This design comes from an exercise in tuning for small area and a short achievable clock period on the open sky130 flow, not from production work.
No run shown here included a check of the RTL's function; only the layout flow was run.
Power is estimated from default activity; no workload was simulated.

==> flow/design.v (outline; a module is shown in full before it is edited, if it fits) <==
// module mul32_pipe: 1683 lines
// module mul_fa: 6 lines
// module mul_xor2: 5 lines
// module mul_maj3: 5 lines
// module mul_enc: 6 lines
// module mul_ha: 6 lines
module mul32_pipe(clk, rst, in_valid, a, b, out_valid, p);
  // ...
==> flow/flow/run.sh <==
#!/bin/bash
# Own layout flow: the standard ORFS flow (standard.sh), unchanged except that the
# port buffers that global placement inserts on every input and output use a plain buffer
# (buf_4) instead of the delay cell buffer_ports picks by default.
set -euo pipefail
export BUFFER_PORTS_ARGS="-buffer_cell sky130_fd_sc_hd__buf_4"
bash standard.sh finish > standard_flow.log 2>&1
==> flow/standard.sh <==
#!/bin/bash
# synth_recipe.tcl (not shown) runs the flow's synth.tcl, then flattens the netlist and writes it again
# the make line also repeats each setting of config.mk as NAME=value (left out here)
make -C /OpenROAD-flow-scripts/flow DESIGN_CONFIG=/design/flow/config.mk WORK_HOME=/design/flow/orfs CLKGATE_MAP_FILE= SYNTH_SCRIPT=/design/flow/synth_recipe.tcl "${@:-finish}"
==> flow/config.mk <==
export PLATFORM = sky130hd
export DESIGN_NAME = mul32_pipe
export DESIGN_NICKNAME = mul32_pipe
export VERILOG_FILES = /design/flow/design.v
export SDC_FILE = /design/flow/constraint.sdc
export NUM_CORES = 4
export LEC_CHECK = 0
export ABC_AREA = 1
export CAP_MARGIN = 20
export CORE_MARGIN = 2
export CORE_UTILIZATION = 40
export SETUP_SLACK_MARGIN = 0.3
export SLEW_MARGIN = 20
export SYNTH_HIERARCHICAL = 1
==> flow/constraint.sdc <==
create_clock -name core_clock -period 2.5 [get_ports {clk}]
set_input_delay 0.5000 -clock core_clock [delete_from_list [all_inputs] [get_ports {clk}]]
set_output_delay 0.5000 -clock core_clock [all_outputs]
set_load 0.01 [all_outputs]
==> results by group, run 1 <==
Route
  • Met2 wirelength from detailed routing: 55100 µm
  • WL met1: between 50000 and 60000 µm
  • Vias: roughly 27000

Global route
  • Initial antenna violation count: 3
  • Vias in the first global route: around 28000
  • Global Route met1 Usage: 32.2%

Timing
  • Setup violators final: 0
  • Max Clock Skew: between 0.02 and 0.03 ns
  • Final Cycle Share: 86.9%
  • Hold slack: 0.0406 ns

Worst setup path
  • CP max FO: 6
  • CP max-delay cell: fa_2
  • CP bufs+invs: 3
  • R2r worst-path depth: 8
  • Register-to-register path setup slack: 0.37 ns
  • Levels on crit path: 10
  • Crit path top cell by count: buf_4
  • Crit path kind: in2reg
  • Crit start category: primary input

Status
  • Outcome: no timing/DRC/antenna violations

Final layout
  • Non-clock buffers: 549
  • Finished Layout Cells: 5130
  • Multi-input comb cells: 2335
  • Fin nets: 4455
  • Fin area: 47400 µm²
  • Share of cells above drive strength 1: 32.5%
  • Top cell category: multi-input gates
  • Largest Register: rk1

Logic synthesis
  • Seq/Total Area, Yosys: 31.6%
  • Largest family of logic cells by synthesized area: adder cells

Floorplan
  • Starting Density: 40.3%
  • Die W: 313 µm
  • Die Y: 313 µm

Placement
  • Placed Area: 44700 µm²

Worst hold path
  • Hold Crit Start: b[1]
  • Hold path cells: 1
  • Worst Hold End: rk1[0]

Power
  • Maximum vdd drop: ~0.62 mV
  • Pwr/cell area: 1240 nW/µm²
  • Clock network power share: 18.2%

CTS
  • CTS tree: done
==> run 2, diff against run 1 <==
--- a/flow/design.v
+++ b/flow/design.v
@@ -1667,19 +1667,354 @@
   mul_ha u1130(rk2[113], rk2[114], hs1130, hc1130);
   wire fs1131, fc1131;
   mul_fa u1131(rk2[116], rk2[117], rk2[118], fs1131, fc1131);
   wire fs1132, fc1132;
   mul_fa u1132(rk2[120], rk2[121], rk2[122], fs1132, fc1132);
   wire fs1133, fc1133;
   mul_fa u1133(rk2[124], rk2[125], rk2[126], fs1133, fc1133);
   wire [30:0] s1134;
-  assign s1134 = {fc1108, hc1107, hc1106, hc1105, hc1104, hc1103, hc1102, hc1101, hc1100, hc1099, hc1098, hc1097, hc1096, hc1095, hc1094, hc1093, hc1092, hc1091, hc1090, hc1089, hc1088, fc1087, fs1087, rk2[7], rk2[6], rk2[5], rk2[4], rk2[3], rk2[2], rk2[0]} + {fs1109, fs1108, hs1107, hs1106, hs1105, hs1104, hs1103, hs1102, hs1101, hs1100, hs1099, hs1098, hs1097, hs1096, hs1095, hs1094, hs1093, hs1092, hs1091, hs1090, hs1089, hs1088, 1'b0, 1'b0, 1'b0, 1'b0, 1'b0, 1'b0, 1'b0, rk2[1]} + 1'b0;
+  wire [29:0] s1134x = {fc1108, hc1107, hc1106, hc1105, hc1104, hc1103, hc1102, hc1101, hc1100, hc1099, hc1098, hc1097, hc1096, hc1095, hc1094, hc1093, hc1092, hc1091, hc1090, hc1089, hc1088, fc1087, fs1087, rk2[7], rk2[6], rk2[5], rk2[4], rk2[3], rk2[2], rk2[0]};
+  wire [29:0] s1134y = {fs1109, fs1108, hs1107, hs1106, hs1105, hs1104, hs1103, hs1102, hs1101, hs1100, hs1099, hs1098, hs1097, hs1096, hs1095, hs1094, hs1093, hs1092, hs1091, hs1090, hs1089, hs1088, 1'b0, 1'b0, 1'b0, 1'b0, 1'b0, 1'b0, 1'b0, rk2[1]};
+  wire [29:0] s1134_g0 = s1134x & s1134y;
+  wire [29:0] s1134_p0 = s1134x ^ s1134y;
+  wire s1134_G1 = s1134_g0[1] | (s1134_p0[1] & s1134_g0[0]);
+  wire s1134_P1 = s1134_p0[1] & s1134_p0[0];
+  wire s1134_G2 = s1134_g0[3] | (s1134_p0[3] & s1134_g0[2]);
+  wire s1134_P2 = s1134_p0[3] & s1134_p0[2];
+  wire s1134_G3 = s1134_g0[5] | (s1134_p0[5] & s1134_g0[4]);
+  wire s1134_P3 = s1134_p0[5] & s1134_p0[4];
+  wire s1134_G4 = s1134_g0[7] | (s1134_p0[7] & s1134_g0[6]);
+  wire s1134_P4 = s1134_p0[7] & s1134_p0[6];
+  wire s1134_G5 = s1134_g0[9] | (s1134_p0[9] & s1134_g0[8]);
+  wire s1134_P5 = s1134_p0[9] & s1134_p0[8];
+  wire s1134_G6 = s1134_g0[11] | (s1134_p0[11] & s1134_g0[10]);
+  wire s1134_P6 = s1134_p0[11] & s1134_p0[10];
+  wire s1134_G7 = s1134_g0[13] | (s1134_p0[13] & s1134_g0[12]);
+  wire s1134_P7 = s1134_p0[13] & s1134_p0[12];
+  wire s1134_G8 = s1134_g0[15] | (s1134_p0[15] & s1134_g0[14]);
+  wire s1134_P8 = s1134_p0[15] & s1134_p0[14];
+  wire s1134_G9 = s1134_g0[17] | (s1134_p0[17] & s1134_g0[16]);
+  wire s1134_P9 = s1134_p0[17] & s1134_p0[16];
+  wire s1134_G10 = s1134_g0[19] | (s1134_p0[19] & s1134_g0[18]);
+  wire s1134_P10 = s1134_p0[19] & s1134_p0[18];
+  wire s1134_G11 = s1134_g0[21] | (s1134_p0[21] & s1134_g0[20]);
+  wire s1134_P11 = s1134_p0[21] & s1134_p0[20];
+  wire s1134_G12 = s1134_g0[23] | (s1134_p0[23] & s1134_g0[22]);
+  wire s1134_P12 = s1134_p0[23] & s1134_p0[22];
+  wire s1134_G13 = s1134_g0[25] | (s1134_p0[25] & s1134_g0[24]);
+  wire s1134_P13 = s1134_p0[25] & s1134_p0[24];
+  wire s1134_G14 = s1134_g0[27] | (s1134_p0[27] & s1134_g0[26]);
+  wire s1134_P14 = s1134_p0[27] & s1134_p0[26];
+  wire s1134_G15 = s1134_g0[29] | (s1134_p0[29] & s1134_g0[28]);
+  wire s1134_P15 = s1134_p0[29] & s1134_p0[28];
+  wire s1134_G16 = s1134_g0[2] | (s1134_p0[2] & s1134_G1);
+  wire s1134_P16 = s1134_p0[2] & s1134_P1;
+  wire s1134_G17 = s1134_G2 | (s1134_P2 & s1134_G1);
+  wire s1134_P17 = s1134_P2 & s1134_P1;
+  wire s1134_G18 = s1134_g0[6] | (s1134_p0[6] & s1134_G3);
+  wire s1134_P18 = s1134_p0[6] & s1134_P3;
+  wire s1134_G19 = s1134_G4 | (s1134_P4 & s1134_G3);
+  wire s1134_P19 = s1134_P4 & s1134_P3;
+  wire s1134_G20 = s1134_g0[10] | (s1134_p0[10] & s1134_G5);
+  wire s1134_P20 = s1134_p0[10] & s1134_P5;
+  wire s1134_G21 = s1134_G6 | (s1134_P6 & s1134_G5);
+  wire s1134_P21 = s1134_P6 & s1134_P5;
+  wire s1134_G22 = s1134_g0[14] | (s1134_p0[14] & s1134_G7);
+  wire s1134_P22 = s1134_p0[14] & s1134_P7;
+  wire s1134_G23 = s1134_G8 | (s1134_P8 & s1134_G7);
+  wire s1134_P23 = s1134_P8 & s1134_P7;
+  wire s1134_G24 = s1134_g0[18] | (s1134_p0[18] & s1134_G9);
+  wire s1134_P24 = s1134_p0[18] & s1134_P9;
+  wire s1134_G25 = s1134_G10 | (s1134_P10 & s1134_G9);
+  wire s1134_P25 = s1134_P10 & s1134_P9;
+  wire s1134_G26 = s1134_g0[22] | (s1134_p0[22] & s1134_G11);
+  wire s1134_P26 = s1134_p0[22] & s1134_P11;
+  wire s1134_G27 = s1134_G12 | (s1134_P12 & s1134_G11);
+  wire s1134_P27 = s1134_P12 & s1134_P11;
+  wire s1134_G28 = s1134_g0[26] | (s1134_p0[26] & s1134_G13);
+  wire s1134_P28 = s1134_p0[26] & s1134_P13;
+  wire s1134_G29 = s1134_G14 | (s1134_P14 & s1134_G13);
+  wire s1134_P29 = s1134_P14 & s1134_P13;
+  wire s1134_G30 = s1134_g0[4] | (s1134_p0[4] & s1134_G17);
+  wire s1134_P30 = s1134_p0[4] & s1134_P17;
+  wire s1134_G31 = s1134_G3 | (s1134_P3 & s1134_G17);
+  wire s1134_P31 = s1134_P3 & s1134_P17;
+  wire s1134_G32 = s1134_G18 | (s1134_P18 & s1134_G17);
+  wire s1134_P32 = s1134_P18 & s1134_P17;
+  wire s1134_G33 = s1134_G19 | (s1134_P19 & s1134_G17);
+  wire s1134_P33 = s1134_P19 & s1134_P17;
+  wire s1134_G34 = s1134_g0[12] | (s1134_p0[12] & s1134_G21);
+  wire s1134_P34 = s1134_p0[12] & s1134_P21;
+  wire s1134_G35 = s1134_G7 | (s1134_P7 & s1134_G21);
+  wire s1134_P35 = s1134_P7 & s1134_P21;
+  wire s1134_G36 = s1134_G22 | (s1134_P22 & s1134_G21);
+  wire s1134_P36 = s1134_P22 & s1134_P21;
+  wire s1134_G37 = s1134_G23 | (s1134_P23 & s1134_G21);
+  wire s1134_P37 = s1134_P23 & s1134_P21;
+  wire s1134_G38 = s1134_g0[20] | (s1134_p0[20] & s1134_G25);
+  wire s1134_P38 = s1134_p0[20] & s1134_P25;
+  wire s1134_G39 = s1134_G11 | (s1134_P11 & s1134_G25);
+  wire s1134_P39 = s1134_P11 & s1134_P25;
+  wire s1134_G40 = s1134_G26 | (s1134_P26 & s1134_G25);
+  wire s1134_P40 = s1134_P26 & s1134_P25;
+  wire s1134_G41 = s1134_G27 | (s1134_P27 & s1134_G25);
+  wire s1134_P41 = s1134_P27 & s1134_P25;
+  wire s1134_G42 = s1134_g0[28] | (s1134_p0[28] & s1134_G29);
+  wire s1134_P42 = s1134_p0[28] & s1134_P29;
+  wire s1134_G43 = s1134_G15 | (s1134_P15 & s1134_G29);
+  wire s1134_P43 = s1134_P15 & s1134_P29;
+  wire s1134_G44 = s1134_g0[8] | (s1134_p0[8] & s1134_G33);
+  wire s1134_P44 = s1134_p0[8] & s1134_P33;
+  wire s1134_G45 = s1134_G5 | (s1134_P5 & s1134_G33);
+  wire s1134_P45 = s1134_P5 & s1134_P33;
+  wire s1134_G46 = s1134_G20 | (s1134_P20 & s1134_G33);
+  wire s1134_P46 = s1134_P20 & s1134_P33;
+  wire s1134_G47 = s1134_G21 | (s1134_P21 & s1134_G33);
+  wire s1134_P47 = s1134_P21 & s1134_P33;
+  wire s1134_G48 = s1134_G34 | (s1134_P34 & s1134_G33);
+  wire s1134_P48 = s1134_P34 & s1134_P33;
+  wire s1134_G49 = s1134_G35 | (s1134_P35 & s1134_G33);
+  wire s1134_P49 = s1134_P35 & s1134_P33;
+  wire s1134_G50 = s1134_G36 | (s1134_P36 & s1134_G33);
+  wire s1134_P50 = s1134_P36 & s1134_P33;
+  wire s1134_G51 = s1134_G37 | (s1134_P37 & s1134_G33);
+  wire s1134_P51 = s1134_P37 & s1134_P33;
+  wire s1134_G52 = s1134_g0[24] | (s1134_p0[24] & s1134_G41);
+  wire s1134_P52 = s1134_p0[24] & s1134_P41;
+  wire s1134_G53 = s1134_G13 | (s1134_P13 & s1134_G41);
+  wire s1134_P53 = s1134_P13 & s1134_P41;
+  wire s1134_G54 = s1134_G28 | (s1134_P28 & s1134_G41);
+  wire s1134_P54 = s1134_P28 & s1134_P41;
+  wire s1134_G55 = s1134_G29 | (s1134_P29 & s1134_G41);
+  wire s1134_P55 = s1134_P29 & s1134_P41;
+  wire s1134_G56 = s1134_G42 | (s1134_P42 & s1134_G41);
+  wire s1134_P56 = s1134_P42 & s1134_P41;
+  wire s1134_G57 = s1134_G43 | (s1134_P43 & s1134_G41);
+  wire s1134_P57 = s1134_P43 & s1134_P41;
+  wire s1134_G58 = s1134_g0[16] | (s1134_p0[16] & s1134_G51);
+  wire s1134_P58 = s1134_p0[16] & s1134_P51;
+  wire s1134_G59 = s1134_G9 | (s1134_P9 & s1134_G51);
+  wire s1134_P59 = s1134_P9 & s1134_P51;
+  wire s1134_G60 = s1134_G24 | (s1134_P24 & s1134_G51);
+  wire s1134_P60 = s1134_P24 & s1134_P51;
+  wire s1134_G61 = s1134_G25 | (s1134_P25 & s1134_G51);
+  wire s1134_P61 = s1134_P25 & s1134_P51;
+  wire s1134_G62 = s1134_G38 | (s1134_P38 & s1134_G51);
+  wire s1134_P62 = s1134_P38 & s1134_P51;
+  wire s1134_G63 = s1134_G39 | (s1134_P39 & s1134_G51);
+  wire s1134_P63 = s1134_P39 & s1134_P51;
+  wire s1134_G64 = s1134_G40 | (s1134_P40 & s1134_G51);
+  wire s1134_P64 = s1134_P40 & s1134_P51;
+  wire s1134_G65 = s1134_G41 | (s1134_P41 & s1134_G51);
+  wire s1134_P65 = s1134_P41 & s1134_P51;
+  wire s1134_G66 = s1134_G52 | (s1134_P52 & s1134_G51);
+  wire s1134_P66 = s1134_P52 & s1134_P51;
+  wire s1134_G67 = s1134_G53 | (s1134_P53 & s1134_G51);
+  wire s1134_P67 = s1134_P53 & s1134_P51;
+  wire s1134_G68 = s1134_G54 | (s1134_P54 & s1134_G51);
+  wire s1134_P68 = s1134_P54 & s1134_P51;
+  wire s1134_G69 = s1134_G55 | (s1134_P55 & s1134_G51);
+  wire s1134_P69 = s1134_P55 & s1134_P51;
+  wire s1134_G70 = s1134_G56 | (s1134_P56 & s1134_G51);
+  wire s1134_P70 = s1134_P56 & s1134_P51;
+  wire s1134_G71 = s1134_G57 | (s1134_P57 & s1134_G51);
+  wire s1134_P71 = s1134_P57 & s1134_P51;
+  assign s1134[0] = s1134_p0[0] ^ 1'b0;
+  assign s1134[1] = s1134_p0[1] ^ s1134_g0[0];
+  assign s1134[2] = s1134_p0[2] ^ s1134_G1;
+  assign s1134[3] = s1134_p0[3] ^ s1134_G16;
+  assign s1134[4] = s1134_p0[4] ^ s1134_G17;
+  assign s1134[5] = s1134_p0[5] ^ s1134_G30;
+  assign s1134[6] = s1134_p0[6] ^ s1134_G31;
+  assign s1134[7] = s1134_p0[7] ^ s1134_G32;
+  assign s1134[8] = s1134_p0[8] ^ s1134_G33;
+  assign s1134[9] = s1134_p0[9] ^ s1134_G44;
+  assign s1134[10] = s1134_p0[10] ^ s1134_G45;
+  assign s1134[11] = s1134_p0[11] ^ s1134_G46;
+  assign s1134[12] = s1134_p0[12] ^ s1134_G47;
+  assign s1134[13] = s1134_p0[13] ^ s1134_G48;
+  assign s1134[14] = s1134_p0[14] ^ s1134_G49;
+  assign s1134[15] = s1134_p0[15] ^ s1134_G50;
+  assign s1134[16] = s1134_p0[16] ^ s1134_G51;
+  assign s1134[17] = s1134_p0[17] ^ s1134_G58;
+  assign s1134[18] = s1134_p0[18] ^ s1134_G59;
+  assign s1134[19] = s1134_p0[19] ^ s1134_G60;
+  assign s1134[20] = s1134_p0[20] ^ s1134_G61;
+  assign s1134[21] = s1134_p0[21] ^ s1134_G62;
+  assign s1134[22] = s1134_p0[22] ^ s1134_G63;
+  assign s1134[23] = s1134_p0[23] ^ s1134_G64;
+  assign s1134[24] = s1134_p0[24] ^ s1134_G65;
+  assign s1134[25] = s1134_p0[25] ^ s1134_G66;
+  assign s1134[26] = s1134_p0[26] ^ s1134_G67;
+  assign s1134[27] = s1134_p0[27] ^ s1134_G68;
+  assign s1134[28] = s1134_p0[28] ^ s1134_G69;
+  assign s1134[29] = s1134_p0[29] ^ s1134_G70;
+  assign s1134[30] = s1134_G71;
   wire [34:0] s1135;
-  assign s1135 = {rk3[60], rk3[59], rk3[57], rk3[56], rk3[54], rk3[53], rk3[51], rk3[50], rk3[48], rk3[47], rk3[45], rk3[44], rk3[42], rk3[40], rk3[38], rk3[36], rk3[34], rk3[32], rk3[30], rk3[28], rk3[26], rk3[24], rk3[22], rk3[20], rk3[18], rk3[16], rk3[14], rk3[12], rk3[10], rk3[8], rk3[6], rk3[4], rk3[2], rk3[0]} + {rk3[61], 1'b0, rk3[58], 1'b0, rk3[55], 1'b0, rk3[52], 1'b0, rk3[49], 1'b0, rk3[46], 1'b0, rk3[43], rk3[41], rk3[39], rk3[37], rk3[35], rk3[33], rk3[31], rk3[29], rk3[27], rk3[25], rk3[23], rk3[21], rk3[19], rk3[17], rk3[15], rk3[13], rk3[11], rk3[9], rk3[7], rk3[5], rk3[3], rk3[1]} + rk3[92];
+  wire [33:0] s1135x = {rk3[60], rk3[59], rk3[57], rk3[56], rk3[54], rk3[53], rk3[51], rk3[50], rk3[48], rk3[47], rk3[45], rk3[44], rk3[42], rk3[40], rk3[38], rk3[36], rk3[34], rk3[32], rk3[30], rk3[28], rk3[26], rk3[24], rk3[22], rk3[20], rk3[18], rk3[16], rk3[14], rk3[12], rk3[10], rk3[8], rk3[6], rk3[4], rk3[2], rk3[0]};
+  wire [33:0] s1135y = {rk3[61], 1'b0, rk3[58], 1'b0, rk3[55], 1'b0, rk3[52], 1'b0, rk3[49], 1'b0, rk3[46], 1'b0, rk3[43], rk3[41], rk3[39], rk3[37], rk3[35], rk3[33], rk3[31], rk3[29], rk3[27], rk3[25], rk3[23], rk3[21], rk3[19], rk3[17], rk3[15], rk3[13], rk3[11], rk3[9], rk3[7], rk3[5], rk3[3], rk3[1]};
+  wire [33:0] s1135_g0 = s1135x & s1135y;
+  wire [33:0] s1135_p0 = s1135x ^ s1135y;
+  wire s1135_gc = s1135_g0[0] | (s1135_p0[0] & rk3[92]);
+  wire s1135_G1 = s1135_g0[1] | (s1135_p0[1] & s1135_gc);
+  wire s1135_P1 = s1135_p0[1] & s1135_p0[0];
+  wire s1135_G2 = s1135_g0[3] | (s1135_p0[3] & s1135_g0[2]);
+  wire s1135_P2 = s1135_p0[3] & s1135_p0[2];
+  wire s1135_G3 = s1135_g0[5] | (s1135_p0[5] & s1135_g0[4]);
+  wire s1135_P3 = s1135_p0[5] & s1135_p0[4];
+  wire s1135_G4 = s1135_g0[7] | (s1135_p0[7] & s1135_g0[6]);
+  wire s1135_P4 = s1135_p0[7] & s1135_p0[6];
+  wire s1135_G5 = s1135_g0[9] | (s1135_p0[9] & s1135_g0[8]);
+  wire s1135_P5 = s1135_p0[9] & s1135_p0[8];
+  wire s1135_G6 = s1135_g0[11] | (s1135_p0[11] & s1135_g0[10]);
+  wire s1135_P6 = s1135_p0[11] & s1135_p0[10];
+  wire s1135_G7 = s1135_g0[13] | (s1135_p0[13] & s1135_g0[12]);
+  wire s1135_P7 = s1135_p0[13] & s1135_p0[12];
+  wire s1135_G8 = s1135_g0[15] | (s1135_p0[15] & s1135_g0[14]);
+  wire s1135_P8 = s1135_p0[15] & s1135_p0[14];
+  wire s1135_G9 = s1135_g0[17] | (s1135_p0[17] & s1135_g0[16]);
+  wire s1135_P9 = s1135_p0[17] & s1135_p0[16];
+  wire s1135_G10 = s1135_g0[19] | (s1135_p0[19] & s1135_g0[18]);
+  wire s1135_P10 = s1135_p0[19] & s1135_p0[18];
+  wire s1135_G11 = s1135_g0[21] | (s1135_p0[21] & s1135_g0[20]);
+  wire s1135_P11 = s1135_p0[21] & s1135_p0[20];
+  wire s1135_G12 = s1135_g0[23] | (s1135_p0[23] & s1135_g0[22]);
+  wire s1135_P12 = s1135_p0[23] & s1135_p0[22];
+  wire s1135_G13 = s1135_g0[25] | (s1135_p0[25] & s1135_g0[24]);
+  wire s1135_P13 = s1135_p0[25] & s1135_p0[24];
+  wire s1135_G14 = s1135_g0[27] | (s1135_p0[27] & s1135_g0[26]);
+  wire s1135_P14 = s1135_p0[27] & s1135_p0[26];
+  wire s1135_G15 = s1135_g0[29] | (s1135_p0[29] & s1135_g0[28]);
+  wire s1135_P15 = s1135_p0[29] & s1135_p0[28];
+  wire s1135_G16 = s1135_g0[31] | (s1135_p0[31] & s1135_g0[30]);
+  wire s1135_P16 = s1135_p0[31] & s1135_p0[30];
+  wire s1135_G17 = s1135_g0[33] | (s1135_p0[33] & s1135_g0[32]);
+  wire s1135_P17 = s1135_p0[33] & s1135_p0[32];
+  wire s1135_G18 = s1135_G2 | (s1135_P2 & s1135_G1);
+  wire s1135_P18 = s1135_P2 & s1135_P1;
+  wire s1135_G19 = s1135_G4 | (s1135_P4 & s1135_G3);
+  wire s1135_P19 = s1135_P4 & s1135_P3;
+  wire s1135_G20 = s1135_G6 | (s1135_P6 & s1135_G5);
+  wire s1135_P20 = s1135_P6 & s1135_P5;
+  wire s1135_G21 = s1135_G8 | (s1135_P8 & s1135_G7);
+  wire s1135_P21 = s1135_P8 & s1135_P7;
+  wire s1135_G22 = s1135_G10 | (s1135_P10 & s1135_G9);
+  wire s1135_P22 = s1135_P10 & s1135_P9;
+  wire s1135_G23 = s1135_G12 | (s1135_P12 & s1135_G11);
+  wire s1135_P23 = s1135_P12 & s1135_P11;
+  wire s1135_G24 = s1135_G14 | (s1135_P14 & s1135_G13);
+  wire s1135_P24 = s1135_P14 & s1135_P13;
+  wire s1135_G25 = s1135_G16 | (s1135_P16 & s1135_G15);
+  wire s1135_P25 = s1135_P16 & s1135_P15;
+  wire s1135_G26 = s1135_G19 | (s1135_P19 & s1135_G18);
+  wire s1135_P26 = s1135_P19 & s1135_P18;
+  wire s1135_G27 = s1135_G21 | (s1135_P21 & s1135_G20);
+  wire s1135_P27 = s1135_P21 & s1135_P20;
+  wire s1135_G28 = s1135_G23 | (s1135_P23 & s1135_G22);
+  wire s1135_P28 = s1135_P23 & s1135_P22;
+  wire s1135_G29 = s1135_G25 | (s1135_P25 & s1135_G24);
+  wire s1135_P29 = s1135_P25 & s1135_P24;
+  wire s1135_G30 = s1135_G27 | (s1135_P27 & s1135_G26);
+  wire s1135_P30 = s1135_P27 & s1135_P26;
+  wire s1135_G31 = s1135_G29 | (s1135_P29 & s1135_G28);
+  wire s1135_P31 = s1135_P29 & s1135_P28;
+  wire s1135_G32 = s1135_G31 | (s1135_P31 & s1135_G30);
+  wire s1135_P32 = s1135_P31 & s1135_P30;
+  wire s1135_G33 = s1135_G28 | (s1135_P28 & s1135_G30);
+  wire s1135_P33 = s1135_P28 & s1135_P30;
+  wire s1135_G34 = s1135_G20 | (s1135_P20 & s1135_G26);
+  wire s1135_P34 = s1135_P20 & s1135_P26;
+  wire s1135_G35 = s1135_G22 | (s1135_P22 & s1135_G30);
+  wire s1135_P35 = s1135_P22 & s1135_P30;
+  wire s1135_G36 = s1135_G24 | (s1135_P24 & s1135_G33);
+  wire s1135_P36 = s1135_P24 & s1135_P33;
+  wire s1135_G37 = s1135_G3 | (s1135_P3 & s1135_G18);
+  wire s1135_P37 = s1135_P3 & s1135_P18;
+  wire s1135_G38 = s1135_G5 | (s1135_P5 & s1135_G26);
+  wire s1135_P38 = s1135_P5 & s1135_P26;
+  wire s1135_G39 = s1135_G7 | (s1135_P7 & s1135_G34);
+  wire s1135_P39 = s1135_P7 & s1135_P34;
+  wire s1135_G40 = s1135_G9 | (s1135_P9 & s1135_G30);
+  wire s1135_P40 = s1135_P9 & s1135_P30;
+  wire s1135_G41 = s1135_G11 | (s1135_P11 & s1135_G35);
+  wire s1135_P41 = s1135_P11 & s1135_P35;
+  wire s1135_G42 = s1135_G13 | (s1135_P13 & s1135_G33);
+  wire s1135_P42 = s1135_P13 & s1135_P33;
+  wire s1135_G43 = s1135_G15 | (s1135_P15 & s1135_G36);
+  wire s1135_P43 = s1135_P15 & s1135_P36;
+  wire s1135_G44 = s1135_G17 | (s1135_P17 & s1135_G32);
+  wire s1135_P44 = s1135_P17 & s1135_P32;
+  wire s1135_G45 = s1135_g0[2] | (s1135_p0[2] & s1135_G1);
+  wire s1135_P45 = s1135_p0[2] & s1135_P1;
+  wire s1135_G46 = s1135_g0[4] | (s1135_p0[4] & s1135_G18);
+  wire s1135_P46 = s1135_p0[4] & s1135_P18;
+  wire s1135_G47 = s1135_g0[6] | (s1135_p0[6] & s1135_G37);
+  wire s1135_P47 = s1135_p0[6] & s1135_P37;
+  wire s1135_G48 = s1135_g0[8] | (s1135_p0[8] & s1135_G26);
+  wire s1135_P48 = s1135_p0[8] & s1135_P26;
+  wire s1135_G49 = s1135_g0[10] | (s1135_p0[10] & s1135_G38);
+  wire s1135_P49 = s1135_p0[10] & s1135_P38;
+  wire s1135_G50 = s1135_g0[12] | (s1135_p0[12] & s1135_G34);
+  wire s1135_P50 = s1135_p0[12] & s1135_P34;
+  wire s1135_G51 = s1135_g0[14] | (s1135_p0[14] & s1135_G39);
+  wire s1135_P51 = s1135_p0[14] & s1135_P39;
+  wire s1135_G52 = s1135_g0[16] | (s1135_p0[16] & s1135_G30);
+  wire s1135_P52 = s1135_p0[16] & s1135_P30;
+  wire s1135_G53 = s1135_g0[18] | (s1135_p0[18] & s1135_G40);
+  wire s1135_P53 = s1135_p0[18] & s1135_P40;
+  wire s1135_G54 = s1135_g0[20] | (s1135_p0[20] & s1135_G35);
+  wire s1135_P54 = s1135_p0[20] & s1135_P35;
+  wire s1135_G55 = s1135_g0[22] | (s1135_p0[22] & s1135_G41);
+  wire s1135_P55 = s1135_p0[22] & s1135_P41;
+  wire s1135_G56 = s1135_g0[24] | (s1135_p0[24] & s1135_G33);
+  wire s1135_P56 = s1135_p0[24] & s1135_P33;
+  wire s1135_G57 = s1135_g0[26] | (s1135_p0[26] & s1135_G42);
+  wire s1135_P57 = s1135_p0[26] & s1135_P42;
+  wire s1135_G58 = s1135_g0[28] | (s1135_p0[28] & s1135_G36);
+  wire s1135_P58 = s1135_p0[28] & s1135_P36;
+  wire s1135_G59 = s1135_g0[30] | (s1135_p0[30] & s1135_G43);
+  wire s1135_P59 = s1135_p0[30] & s1135_P43;
+  wire s1135_G60 = s1135_g0[32] | (s1135_p0[32] & s1135_G32);
+  wire s1135_P60 = s1135_p0[32] & s1135_P32;
+  assign s1135[0] = s1135_p0[0] ^ rk3[92];
+  assign s1135[1] = s1135_p0[1] ^ s1135_gc;
+  assign s1135[2] = s1135_p0[2] ^ s1135_G1;
+  assign s1135[3] = s1135_p0[3] ^ s1135_G45;
+  assign s1135[4] = s1135_p0[4] ^ s1135_G18;
+  assign s1135[5] = s1135_p0[5] ^ s1135_G46;
+  assign s1135[6] = s1135_p0[6] ^ s1135_G37;
+  assign s1135[7] = s1135_p0[7] ^ s1135_G47;
+  assign s1135[8] = s1135_p0[8] ^ s1135_G26;
+  assign s1135[9] = s1135_p0[9] ^ s1135_G48;
+  assign s1135[10] = s1135_p0[10] ^ s1135_G38;
+  assign s1135[11] = s1135_p0[11] ^ s1135_G49;
+  assign s1135[12] = s1135_p0[12] ^ s1135_G34;
+  assign s1135[13] = s1135_p0[13] ^ s1135_G50;
+  assign s1135[14] = s1135_p0[14] ^ s1135_G39;
+  assign s1135[15] = s1135_p0[15] ^ s1135_G51;
+  assign s1135[16] = s1135_p0[16] ^ s1135_G30;
+  assign s1135[17] = s1135_p0[17] ^ s1135_G52;
+  assign s1135[18] = s1135_p0[18] ^ s1135_G40;
+  assign s1135[19] = s1135_p0[19] ^ s1135_G53;
+  assign s1135[20] = s1135_p0[20] ^ s1135_G35;
+  assign s1135[21] = s1135_p0[21] ^ s1135_G54;
+  assign s1135[22] = s1135_p0[22] ^ s1135_G41;
+  assign s1135[23] = s1135_p0[23] ^ s1135_G55;
+  assign s1135[24] = s1135_p0[24] ^ s1135_G33;
+  assign s1135[25] = s1135_p0[25] ^ s1135_G56;
+  assign s1135[26] = s1135_p0[26] ^ s1135_G42;
+  assign s1135[27] = s1135_p0[27] ^ s1135_G57;
+  assign s1135[28] = s1135_p0[28] ^ s1135_G36;
+  assign s1135[29] = s1135_p0[29] ^ s1135_G58;
+  assign s1135[30] = s1135_p0[30] ^ s1135_G43;
+  assign s1135[31] = s1135_p0[31] ^ s1135_G59;
+  assign s1135[32] = s1135_p0[32] ^ s1135_G32;
+  assign s1135[33] = s1135_p0[33] ^ s1135_G60;
+  assign s1135[34] = s1135_G44;
   always @(posedge clk) rk1 <= {fs908, fs788, fc787, fs787, fc786, fc907, fs907, fc906, fs906, fc905, fs784, fs905, fc904, fs783, fc782, fs904, fc903, fs782, fs903, fc902, fs780, fs902, fc901, fs778, fs777, fs901, fc900, fs776, fs775, fs900, fc899, fc898, fs899, fs898, fc897, fc896, fs772, fs897, fs896, fc895, fc894, fs895, fs894, fc893, fc892, fs893, fs892, fc891, fc890, fs764, fs891, fs890, fc889, fc888, fs761, fs889, fs888, fc887, fc886, fs758, fs757, fs887, fs886, fc885, fc884, fc883, fs885, fs884, fs883, fc882, fc881, fs752, fs751, fs882, fs881, fc880, fc879, fs748, fs747, fs880, fs879, fc878, fc877, fc876, fs878, fs877, fs876, fc875, fc874, fc873, fs875, fs874, fs873, fc872, fc871, fc870, fs736, fs872, fs871, fs870, fc869, fc868, fc867, fs732, fs731, fs869, fs868, fs867, fc866, fc865, fc864, fs728, fs866, fs865, fs864, fc863, fc862, fc861, fs723, fs863, fs862, fs861, fc860, fc859, fc858, fs718, fs717, fs860, fs859, fs858, fc857, fc856, fc855, fs713, fs712, fs857, fs856, fs855, fc854, fc853, fc852, fc851, fs708, fs854, fs853, fs852, fs851, fc850, fc849, fc848, fs703, fs702, fs850, fs849, fs848, fc847, fc846, fc845, fc844, fs847, fs846, fs845, fs844, fc843, fc842, fc841, fs692, fs691, fs843, fs842, fs841, fc840, fc839, fc838, fc837, fs840, fs839, fs838, fs837, fc836, fc835, fc834, fs682, fs836, fs835, fs834, fc833, fc832, fc831, fs677, fs833, fs832, fs831, fc830, fc829, fc828, fs672, fs671, fs830, fs829, fs828, fc827, fc826, fc825, fs827, fs826, fs825, fc824, fc823, fc822, fs824, fs823, fs822, fc821, fc820, fc819, fs659, fs821, fs820, fs819, fc818, fc817, fs655, fs654, fs818, fs817, fc816, fc815, fs651, fs650, fs816, fs815, fc814, fc813, fc812, fs814, fs813, fs812, fc811, fc810, fs644, fs811, fs810, fc809, fc808, fs640, fs809, fs808, fc807, fc806, fs637, fs636, fs807, fs806, fc805, fc804, fs805, fs804, fc803, fc802, fs803, fs802, fc801, fc800, fs628, fs801, fs800, fc799, fs626, fs625, fs799, fc798, fs623, fs622, fs798, fc797, fc796, fs797, fs796, fc795, fs619, fs795, fc794, fs617, fs794, fc793, fs615, fc614, fs793, fc792, fs792, fc791, fs791, fc790, fs611, fs790, fs610, fc609, fs609, n100, fc789, fs789, fs608, n33, n32, b[1]};
   always @(posedge clk) rk2 <= {fc1050, rk1[305], fs1050, fs990, fc1086, fs1086, fs1049, fc1085, fs1085, fs1048, fs987, fc986, fc1084, fs1084, fs1047, fc1046, fc1083, fs1083, fs1045, fc1044, fc1082, fs1082, fs1043, fc1042, fs1042, fc1041, fc1081, fs1081, fc1080, fs1040, fs1080, fc1079, fs1079, fc1078, fs1038, fs1078, fc1077, fs1077, fc1076, fs1036, fs1076, fc1075, fs1075, fc1074, fs1034, fs1074, fc1073, fs1032, fs1073, fc1072, fs1031, fs1072, fc1071, fs1028, fs1071, fc1070, fs1027, fs1070, fc1069, fs1025, fs1069, fc1068, fs1023, fs1068, fc1067, fs1021, fs1067, fc1066, fs1018, fs1066, fc1065, fs1017, fs1065, fc1064, fs1014, fs1064, fc1063, fs1012, fs1063, fc1062, fs1010, fs1062, fc1061, fs1008, fs1061, fc1060, fs1060, fc1059, fs1059, fc1058, fs1058, fc1057, fs1057, fc1056, fs1056, fc1055, fs1055, fc1054, fs1054, fc1053, fs1053, fc1052, fs998, fs1052, fs997, fc996, fs996, fc995, fs995, fc994, fs994, fc993, fs993, fc992, fs992, fs914, fs913, fc912, fs912, fc911, fs911, fc910, fs910, rk1[19], rk1[15], rk1[14], rk1[13], rk1[12], fc1051, fs1051, fs991, fs909, rk1[4], rk1[3], rk1[2], rk1[1], rk1[0]};
   always @(posedge clk) rk3 <= {s1134[30], s1134[29], s1134[28], s1134[27], s1134[26], s1134[25], s1134[24], s1134[23], s1134[22], s1134[21], s1134[20], s1134[19], s1134[18], s1134[17], s1134[16], s1134[15], s1134[14], s1134[13], s1134[12], s1134[11], s1134[10], s1134[9], s1134[8], s1134[7], s1134[6], s1134[5], s1134[4], s1134[3], s1134[2], s1134[1], s1134[0], rk2[136], rk2[135], rk2[134], rk2[133], rk2[132], rk2[131], rk2[130], rk2[129], rk2[128], rk2[127], fc1133, fs1133, rk2[123], fc1132, fs1132, rk2[119], fc1131, fs1131, rk2[115], hc1130, hs1130, fc1129, fs1129, hc1128, hs1128, fc1127, fs1127, hc1126, hs1126, fc1125, fs1125, hc1124, hs1124, fc1123, fs1123, hc1122, hs1122, fc1121, fs1121, fc1120, fs1120, fc1119, fs1119, fc1118, fs1118, fc1117, fs1117, fc1116, fs1116, fc1115, fs1115, fc1114, fs1114, fc1113, fs1113, fc1112, fs1112, fc1111, fs1111, fc1110, fs1110, fc1109};
   always @(posedge clk) rk4 <= {s1135[33], s1135[32], s1135[31], s1135[30], s1135[29], s1135[28], s1135[27], s1135[26], s1135[25], s1135[24], s1135[23], s1135[22], s1135[21], s1135[20], s1135[19], s1135[18], s1135[17], s1135[16], s1135[15], s1135[14], s1135[13], s1135[12], s1135[11], s1135[10], s1135[9], s1135[8], s1135[7], s1135[6], s1135[5], s1135[4], s1135[3], s1135[2], s1135[1], s1135[0], rk3[91], rk3[90], rk3[89], rk3[88], rk3[87], rk3[86], rk3[85], rk3[84], rk3[83], rk3[82], rk3[81], rk3[80], rk3[79], rk3[78], rk3[77], rk3[76], rk3[75], rk3[74], rk3[73], rk3[72], rk3[71], rk3[70], rk3[69], rk3[68], rk3[67], rk3[66], rk3[65], rk3[64], rk3[63], rk3[62]};
   assign p = {rk4[63], rk4[62], rk4[61], rk4[60], rk4[59], rk4[58], rk4[57], rk4[56], rk4[55], rk4[54], rk4[53], rk4[52], rk4[51], rk4[50], rk4[49], rk4[48], rk4[47], rk4[46], rk4[45], rk4[44], rk4[43], rk4[42], rk4[41], rk4[40], rk4[39], rk4[38], rk4[37], rk4[36], rk4[35], rk4[34], rk4[33], rk4[32], rk4[31], rk4[30], rk4[29], rk4[28], rk4[27], rk4[26], rk4[25], rk4[24], rk4[23], rk4[22], rk4[21], rk4[20], rk4[19], rk4[18], rk4[17], rk4[16], rk4[15], rk4[14], rk4[13], rk4[12], rk4[11], rk4[10], rk4[9], rk4[8], rk4[7], rk4[6], rk4[5], rk4[4], rk4[3], rk4[2], rk4[1], rk4[0]};
 endmodule
 module mul_fa(x, y, z, s, c);
   input x, y, z;
@@ -1692,20 +2027,14 @@
   output s;
   assign s = x ^ y;
 endmodule
 module mul_maj3(x, y, z, c);
   input x, y, z;
   output c;
   assign c = (x & y) | (y & z) | (x & z);
 endmodule
-module mul_enc(b1, b0, bm, one, two);
-  input b1, b0, bm;
-  output one, two;
-  assign one = b0 ^ bm;
-  assign two = (b1 & ~b0 & ~bm) | (~b1 & b0 & bm);
-endmodule
 module mul_ha(x, y, s, c);
   input x, y;
   output s, c;
   assign s = x ^ y;
   assign c = x & y;
 endmodule
==> flow/config.mk (replaced) <==
export PLATFORM = sky130hd
export DESIGN_NAME = mul32_pipe
export DESIGN_NICKNAME = mul32_pipe
export VERILOG_FILES = /design/flow/design.v
export SDC_FILE = /design/flow/constraint.sdc
export NUM_CORES = 4
export LEC_CHECK = 0
export ABC_AREA = 1
export CAP_MARGIN = 20
export CORE_MARGIN = 2
export CORE_UTILIZATION = 40
export SLEW_MARGIN = 20
export SYNTH_HIERARCHICAL = 1
==> results by group, run 2 <==
Logic synthesis
  • Main flop type after synthesis: dfxtp_1
  • Post-synth top area cell: dfxtp_1
  • Cell variety after synth: 41
  • Top-count cell post-synth: dfxtp_1
  • Top cells by area, synth: dfxtp_1 32%, fa_1 26%, o22ai_2 14%
  • Post-synthesis instance area: ~38000 µm²
  • Mapped Cells: just over 3000
  • Synth async-reset ratio: 0%
  • Top cell type's share of synthesized area: 31.6%
  • FF+latch count, synth: 604
  • Seq/Total Area, Yosys: 31.6% (-0.037 points)
  • Yosys warning count: 7
  • Post-Syn Area per Cell: 12.5 µm²
  • Post-synth EDFFs: 0
  • Top post-synthesis cells by count: 604 x dfxtp_1, 530 x xor2_1, 506 x fa_1

CTS
  • Maximum clock path buffer count: 3
  • TritonCTS Buffers: just over 70
  • CTS tree: done
  • Clk root buf: clkbuf_16
  • Clock Sinks: 604
  • Worst-path clk slew: ~0.060 ns
  • H-Tree Depth: 3
  • Clock Latency Late Sink: 0.65 ns

Timing
  • Setup TNS: -0.0140 ns
  • Fin crit period: 2.51 ns
  • RSZ-0062 raised after global routing: yes
  • Max Clock Skew: 0.0348 ns (+0.00669 ns)
  • Setup violators final: 2 (+2)
  • Fin. Hold Viols: 0
  • Final worst setup slack: -0.0110 ns
  • Worst-margin pin slew: a little under 0.7 ns
  • Max Slew Vio Count: 0
  • Final Cycle Share: 100% (+14 points)
  • Rel. slew slack: between 50 and 60%
  • Achievable clock frequency: 398 MHz

Worst setup path
  • WP data required: 3.03 ns
  • RR Endpoint: rk4[50]
  • CP endpoint: rk4[50]
  • R2r worst-path depth: 14 (+6)
  • Crit path top cell by count: nand2_4
  • Capturing element type of the critical path: register
  • CP max-delay cell: fa_1
  • CP max FO: 3 (-3)
  • Cells along the critical path: inv_2 -> fa_2 -> fa_2 -> inv_2 -> nand2_2 -> nand2_4 -> nand3_4 -> nand2_8 -> nand2_4 -> nand2_4 -> buf_6 -> inv_4 -> o21bai_4 -> fa_1
  • Crit start category: register
  • Crit path kind: reg2reg
  • Largest incremental delay on the critical path: 0.42 ns
  • Worst Setup SP: rk3[92]
  • Reg2reg start: rk3[92]
  • Register-to-register path setup slack: -0.01 ns (-0.38 ns)
  • WP data arrival: 3.04 ns

Power
  • Final Power: 53.7 mW
  • Pwr/cell area: 1160 nW/µm² (-6.4%)
  • Static leakage: approximately 20 nW
  • Maximum vdd drop: 0.816 mV (+31%)

Route
  • DR top layer: met4
  • DRT iter0 DRCs: around 1700
  • Post-DRT Antenna Nets: 0
  • WL met1: 46600 µm (-7.0%)
  • Wirelength, routed: 111000 µm
  • # DRC: 0
  • Met2 wirelength from detailed routing: 53700 µm (-2.5%)
  • Vias: 24400 (-9.3%)
  • Met3 wire len: 6520 µm
  • Initial DRT Pass Iterations: 6
  • Routed wire per std cell: about 23 µm
  • Vias per cell: 5.13

Final layout
  • N_diodes: 0
  • Most frequent cells in the layout: 603 x dfxtp_1, 530 x xor2_1, 503 x fa_1
  • Largest Register: rk1
  • Fillers: 8446
  • Share of cells above drive strength 1: 34.9% (+2.4 points)
  • Top Registers: rk1 x306, rk2 x137, rk3 x93
  • P&R area growth vs syn: 21.3%
  • Post-Route Utilization: 49.0%
  • Fin nets: 4100 (-8.0%)
  • Total area of sequential cells: 12100 µm²
  • Multi-input logic area: 24100 µm²
  • Fin area: 46500 µm² (-2.0%)
  • Max reg flops: around 300
  • Leading cell type in the layout, fill and taps excluded: dfxtp_1

Global route
  • Total track usage: 23.0%
  • First-pass GRT wire length: 169000 µm
  • Pin count of the biggest net entering global routing: 49
  • Vias in the first global route: 26700 (-4.7%)
  • Total gr overflow: 0
  • Initial antenna violation count: 1 (-2)

Placement
  • Final GP Congestion: approximately 0.85
  • Placed Area: 43800 µm² (-2.0%)
  • Hpwl dp: between 80000 and 90000 µm
  • DP Worst Slack: -0.335 ns
  • I/O Buffers: about 130

Status
  • SO Viols: negative setup slack
  • Outcome: finished with violations

Worst hold path
  • Hold path cells: 3 (+2)
  • Min-Delay Path Class: in2reg

Floorplan
  • Die footprint: 98200 µm²
  • Die W: 313 µm (about the same)
  • Die Y: 313 µm (about the same)
  • # IOs: ~130
  • Starting Density: 40.4% (+0.047 points)
  • Core Region: 94900 µm²
  • Site row count: ~110

Flow run
  • Max-cap viol count: 0
-- run 2: cell types whose count changed in the layout (fill, tap and decap cells not counted), moves of 31 or more --
| cell | previous run | this run |
|---|---|---|
| a21oi_1 | 53 | 22 |
| buf_4 | 436 | 404 |
| inv_1 | 223 | 158 |
| fa_2 | 113 | 3 |
| o21ai_0 | 50 | 18 |
| o22ai_2 | 314 | 420 |
| fa_1 | 381 | 503 |
| nand2_1 | 319 | 169 |
| nor2_1 | 73 | 29 |
| o22ai_1 | 182 | 76 |
-- run 2: routing by layer --
layer / up-vias / global-route usage [%]
met4: 0 / 7.84
met1: 12600 / 30.0
met5: - / 0
met3: 229 / 4.28
met2: 780 / 38.6
li1: 10800 / -
-- run 2: worst min-delay path by stage --
stage                   from       end  slack [ns]
finish              in_valid  vpipe[0]        0.05
global placement     rk3[72]   rk4[10]        0.31
CTS                 in_valid  vpipe[0]        0.02
detailed placement   rk3[79]   rk4[17]        0.31
global route        in_valid  vpipe[0]        0.07
floorplan             rk1[0]    rk2[0]        0.31
-- run 2: modules after synthesis, one instance, submodules excluded --
| module | cells inside | area (µm²) |
|---|---|---|
| mul_fa | 1 | 20.0 |
| mul_ha | 1 | 12.5 |
| mul32_pipe | 2549 | 28000 |
-- run 2: final cells by class --
| type | instances | share of cell area, % |
|---|---|---|
| flip-flops and latches | 604 | 26.0 |
| clock inverters | 33 | 0.926 |
| repair buffers | 535 | 12.1 |
| well taps | 1265 | 3.41 |
| inverters | 188 | 1.52 |
| multi-input cells | 2036 | 51.8 |
| clock buffers | 92 | 4.25 |
-- run 2: where the power goes --
group	internal (mW)	switching, mW	leakage [nW]	total, mW
sequential	15.0	2.16	5.09	17.1
clock	6.52	4.23	1.18	10.7
combinational	11.8	14.1	13.8	25.9
-- run 2: metrics by stage --
| stage | hold WS [ns] | std cells |
|---|---|---|
| global route | 0.0657 | 4753 |
| global placement | 0.310 | 4624 |
| detailed placement | 0.312 | 4624 |
| floorplan | 0.310 | 3090 |
| CTS | 0.0238 | 4751 |
| finish | 0.0533 | 4753 |
-- run 2: worst max-delay path: cells and delay by family, from the launching register on --
kind                       cells  cell delay, ns
adders and majority gates      3            1.14
and+or+nand+nor                6            0.52
AOI/OAI and AO/OA              1            0.12
DFF                            1            0.32
buffers and inverters          4            0.26
-- run 2: logic make-up after synthesis --
logic type,Yosys count,synth area share [%]
flip-flops,604,31.6
adder cells (fa/ha/maj),597,29.4
AO/OA/AOI/OAI,576,16.6
XOR/XNOR,539,12.3
buffers and inverters,450,6.29
AND/OR/NAND/NOR,308,3.75
other,1,0.00979
-- run 2: what timing repair did --
item / 4_1_cts / 5_1_grt
endpoints found under the setup margin: 24 / 22
buffers inserted: 1 / 2
resized for setup: 31 / 14
hold buffers: 1 / 0
hold endpoints to repair: 3 / 0
cloned: 0 / 0
pin swaps: 8 / 12

==> afterwards: timing with drivers on the ports <==
In the flow no input, the clock included, has a driving cell. The finished layouts below were timed again as built, in two steps.
Step 1, drivers: a clkbuf_16 drives clk and a buf_2 each remaining input, both assumed.
Step 2 moves the port delays by t, midway between the first and last clock arrival at a register: inputs arrive t later, outputs are due t later. That takes back most of the time a late clock gives input paths.
Slacks: no drivers / after step 1 / after step 2; pairs: no drivers / after step 1.
run	shift t [ns]	slack for setup (ns)	worst hold slack (ns)	worst setup path after step 2	latest minus earliest clock arrival (ns)
run 1	0.700	0.327 / 0.107 / -0.592	0.041 / -0.003 / 0.318	input to register	0.037 / 0.037
run 2	0.705	-0.011 / -0.011 / -0.336	0.053 / 0.013 / 0.320	input to register	0.047 / 0.048
With both steps, setup timing fails in run 1, where it was met with ideal ports. The setup slack of run 1, which loses most, moves by -0.220 ns with the drivers and by -0.919 ns with both steps.
